Background: an optimization exercise with open tools, aiming at small area. Do not read the settings as production practice.
Only simulation tests tie the RTL to the original design; equivalence was not proved.
Power is estimated from default activity; no workload was simulated. No driver is modelled on the clock port, so clocking that relies on it looks cheaper here than on a real chip.

## cic_filter
module cic_filter #(
    parameter INPUT_WIDTH  = 5,
    parameter R            = 16,
    parameter N            = 15,
    parameter M            = 1,
    parameter INTERNAL_WIDTH = INPUT_WIDTH + N * $clog2(R*M)
)(
    input  wire                          clk,
    input  wire                          rst_n,
    input  wire                          in_valid,
    input  wire signed [INPUT_WIDTH-1:0] in_data,
    output reg                           out_valid,
    output wire signed [INTERNAL_WIDTH-1:0] out_data
);
For scale: roughly 6200 cells after synthesis, ~3100 flip-flops, roughly 74 I/O pins.
export LEC_CHECK = 0
export CAP_MARGIN = 20
export CORE_MARGIN = 2
export CORE_UTILIZATION = 75
export CTS_BUF_LIST = sky130_fd_sc_hd__clkbuf_16
export PLACE_DENSITY = 0.8
export SLEW_MARGIN = 20
create_clock -name core_clock -period 15.0 [get_ports {clk}]
standard.sh (not shown) runs the stock make flow with config.mk's settings and CLKGATE_MAP_FILE= SYNTH_SCRIPT=/design/flow/synth_recipe.tcl, a recipe that flattens the netlist after the stock synthesis.
==> flow/flow/run.sh <==
#!/bin/bash
# The standard layout (standard.sh), with two changes:
#  - clock tree synthesis uses larger sink clusters and adds no dummy loads;
#  - the port buffers are the smallest buffer cell.
# Each tool's full output is in the ORFS logs under orfs/logs; make's own
# output is in standard.log.
export CTS_ARGS="-sink_clustering_enable -repair_clock_nets -dont_use_dummy_load -buf_list sky130_fd_sc_hd__clkbuf_16 -sink_clustering_size 30 -sink_clustering_max_diameter 80"
export BUFFER_PORTS_ARGS="-buffer_cell sky130_fd_sc_hd__buf_1"
bash standard.sh > standard.log 2>&1
The starting point completed without violations.
Next try:
--- a/flow/flow/run.sh
+++ b/flow/flow/run.sh
@@ -7 +7 @@
-export CTS_ARGS="-sink_clustering_enable -repair_clock_nets -dont_use_dummy_load -buf_list sky130_fd_sc_hd__clkbuf_16 -sink_clustering_size 30 -sink_clustering_max_diameter 80"
+export CTS_ARGS="-sink_clustering_enable -repair_clock_nets -dont_use_dummy_load -buf_list sky130_fd_sc_hd__clkbuf_16 -sink_clustering_size 30 -sink_clustering_max_diameter 100"
Settings changed: CORE_UTILIZATION 75 to 70, PLACE_DENSITY 0.8 to 0.72.
Outcome:
- power came out lower by 2.0%
- cell count came out higher by about 1.6%
- fmax came out higher by 2.5%
- design area stays flat
Next try:
--- a/flow/flow/run.sh
+++ b/flow/flow/run.sh
@@ -7 +7 @@
-export CTS_ARGS="-sink_clustering_enable -repair_clock_nets -dont_use_dummy_load -buf_list sky130_fd_sc_hd__clkbuf_16 -sink_clustering_size 30 -sink_clustering_max_diameter 100"
+export CTS_ARGS="-sink_clustering_enable -repair_clock_nets -dont_use_dummy_load -buf_list sky130_fd_sc_hd__clkbuf_8 -sink_clustering_size 20 -sink_clustering_max_diameter 60"
Settings changed: CTS_BUF_LIST sky130_fd_sc_hd__clkbuf_16 to sky130_fd_sc_hd__clkbuf_8.
=>
- The new run completed with no timing, DRC or antenna violations
- power came out lower by 1.1%
- register-to-register slack got worse by 40 ps
- via count grows by 1.0%

========
Setup of run Z:
Starting RTL as in the previous note.
clock: 15.0 ns
lec_check: 0
cap_margin: 20
core_margin: 2
core_utilization: 70
cts_buf_list: sky130_fd_sc_hd__clkbuf_8
gpl_routability_driven: 0
gpl_timing_driven: 0
place_density: 0.72
slew_margin: 20
==> flow/flow/run.sh <==
#!/bin/bash
# The standard layout (standard.sh), with two changes:
#  - clock tree synthesis uses larger sink clusters and adds no dummy loads;
#  - the port buffers are the smallest buffer cell.
# Each tool's full output is in the ORFS logs under orfs/logs; make's own
# output is in standard.log.
export CTS_ARGS="-sink_clustering_enable -repair_clock_nets -dont_use_dummy_load -buf_list sky130_fd_sc_hd__clkbuf_8 -sink_clustering_size 20 -sink_clustering_max_diameter 60"
export BUFFER_PORTS_ARGS="-buffer_cell sky130_fd_sc_hd__buf_1"
bash standard.sh > standard.log 2>&1
Per the final summary, run Z finished and its layout is clean on timing, DRC and antenna.
--- input diff run Z..run A ---
Settings: a change of CTS_BUF_LIST from sky130_fd_sc_hd__clkbuf_8 to sky130_fd_sc_hd__clkbuf_16; a deleted GPL_TIMING_DRIVEN that had been 0; a deleted PLACE_DENSITY that had been 0.72; a deleted GPL_ROUTABILITY_DRIVEN that had been 0; a change of CORE_UTILIZATION from 70 to 60.
==> flow/flow/run.sh <==
#!/bin/bash
# The standard layout (standard.sh), with two changes:
#  - clock tree synthesis uses larger sink clusters and adds no dummy loads;
#  - the port buffers are the smallest buffer cell.
# Each tool's full output is in the ORFS logs under orfs/logs; make's own
# output is in standard.log.
export CTS_ARGS="-sink_clustering_enable -repair_clock_nets -dont_use_dummy_load -buf_list sky130_fd_sc_hd__clkbuf_16 -sink_clustering_size 30 -sink_clustering_max_diameter 100"
export BUFFER_PORTS_ARGS="-buffer_cell sky130_fd_sc_hd__buf_1"
bash standard.sh > standard.log 2>&1
[summary]
- Compared to run Z, run A has share of final-layout standard cells stronger than drive strength 1 2.3 points lower.
- Run A has total stage count of the critical path below what run Z had.
- Net switching fraction of the power on run A is down relative to run Z.
- Taking run Z as the reference point, the fraction of standard cell area that is sequential of run A rises by 0.60 points.
- Run A gives less global-route usage than run Z did.
- met1 global-route usage down 6.2 points in run A wrt run Z
- Run A vs run Z: routed via count divided by cell count down in run A

==> separate check: timing with driven ports <==
Ports are ideal in the flow. The routed layouts listed here were re-timed in OpenROAD.
Step 1, drivers: a clkbuf_16 drives clk and a buf_2 each remaining input, both assumed.
Step 2 times the ports against the registers' clock, not the clock port: input delays grow and output delays shrink by t, the midpoint of the rising clock arrivals with the driver on.
Three values: ideal, step 1, step 2; two values: the first two.
run	shift t [ns]	slack for setup (ns)	worst slew at a driven data input, ns	pins driven straight from the clock port
the first run of note 1	0.821	3.370 / 3.370 / 3.370	0.05	1
the second run of note 1	0.800	3.657 / 3.657 / 3.657	0.03	1
the third run of note 1	0.946	3.614 / 3.614 / 3.614	0.03	1
run Z	0.958	3.213 / 3.213 / 3.213	0.03	1
run A	0.801	3.590 / 3.590 / 3.590	0.03	1
After both steps setup and hold are still met in every run listed.
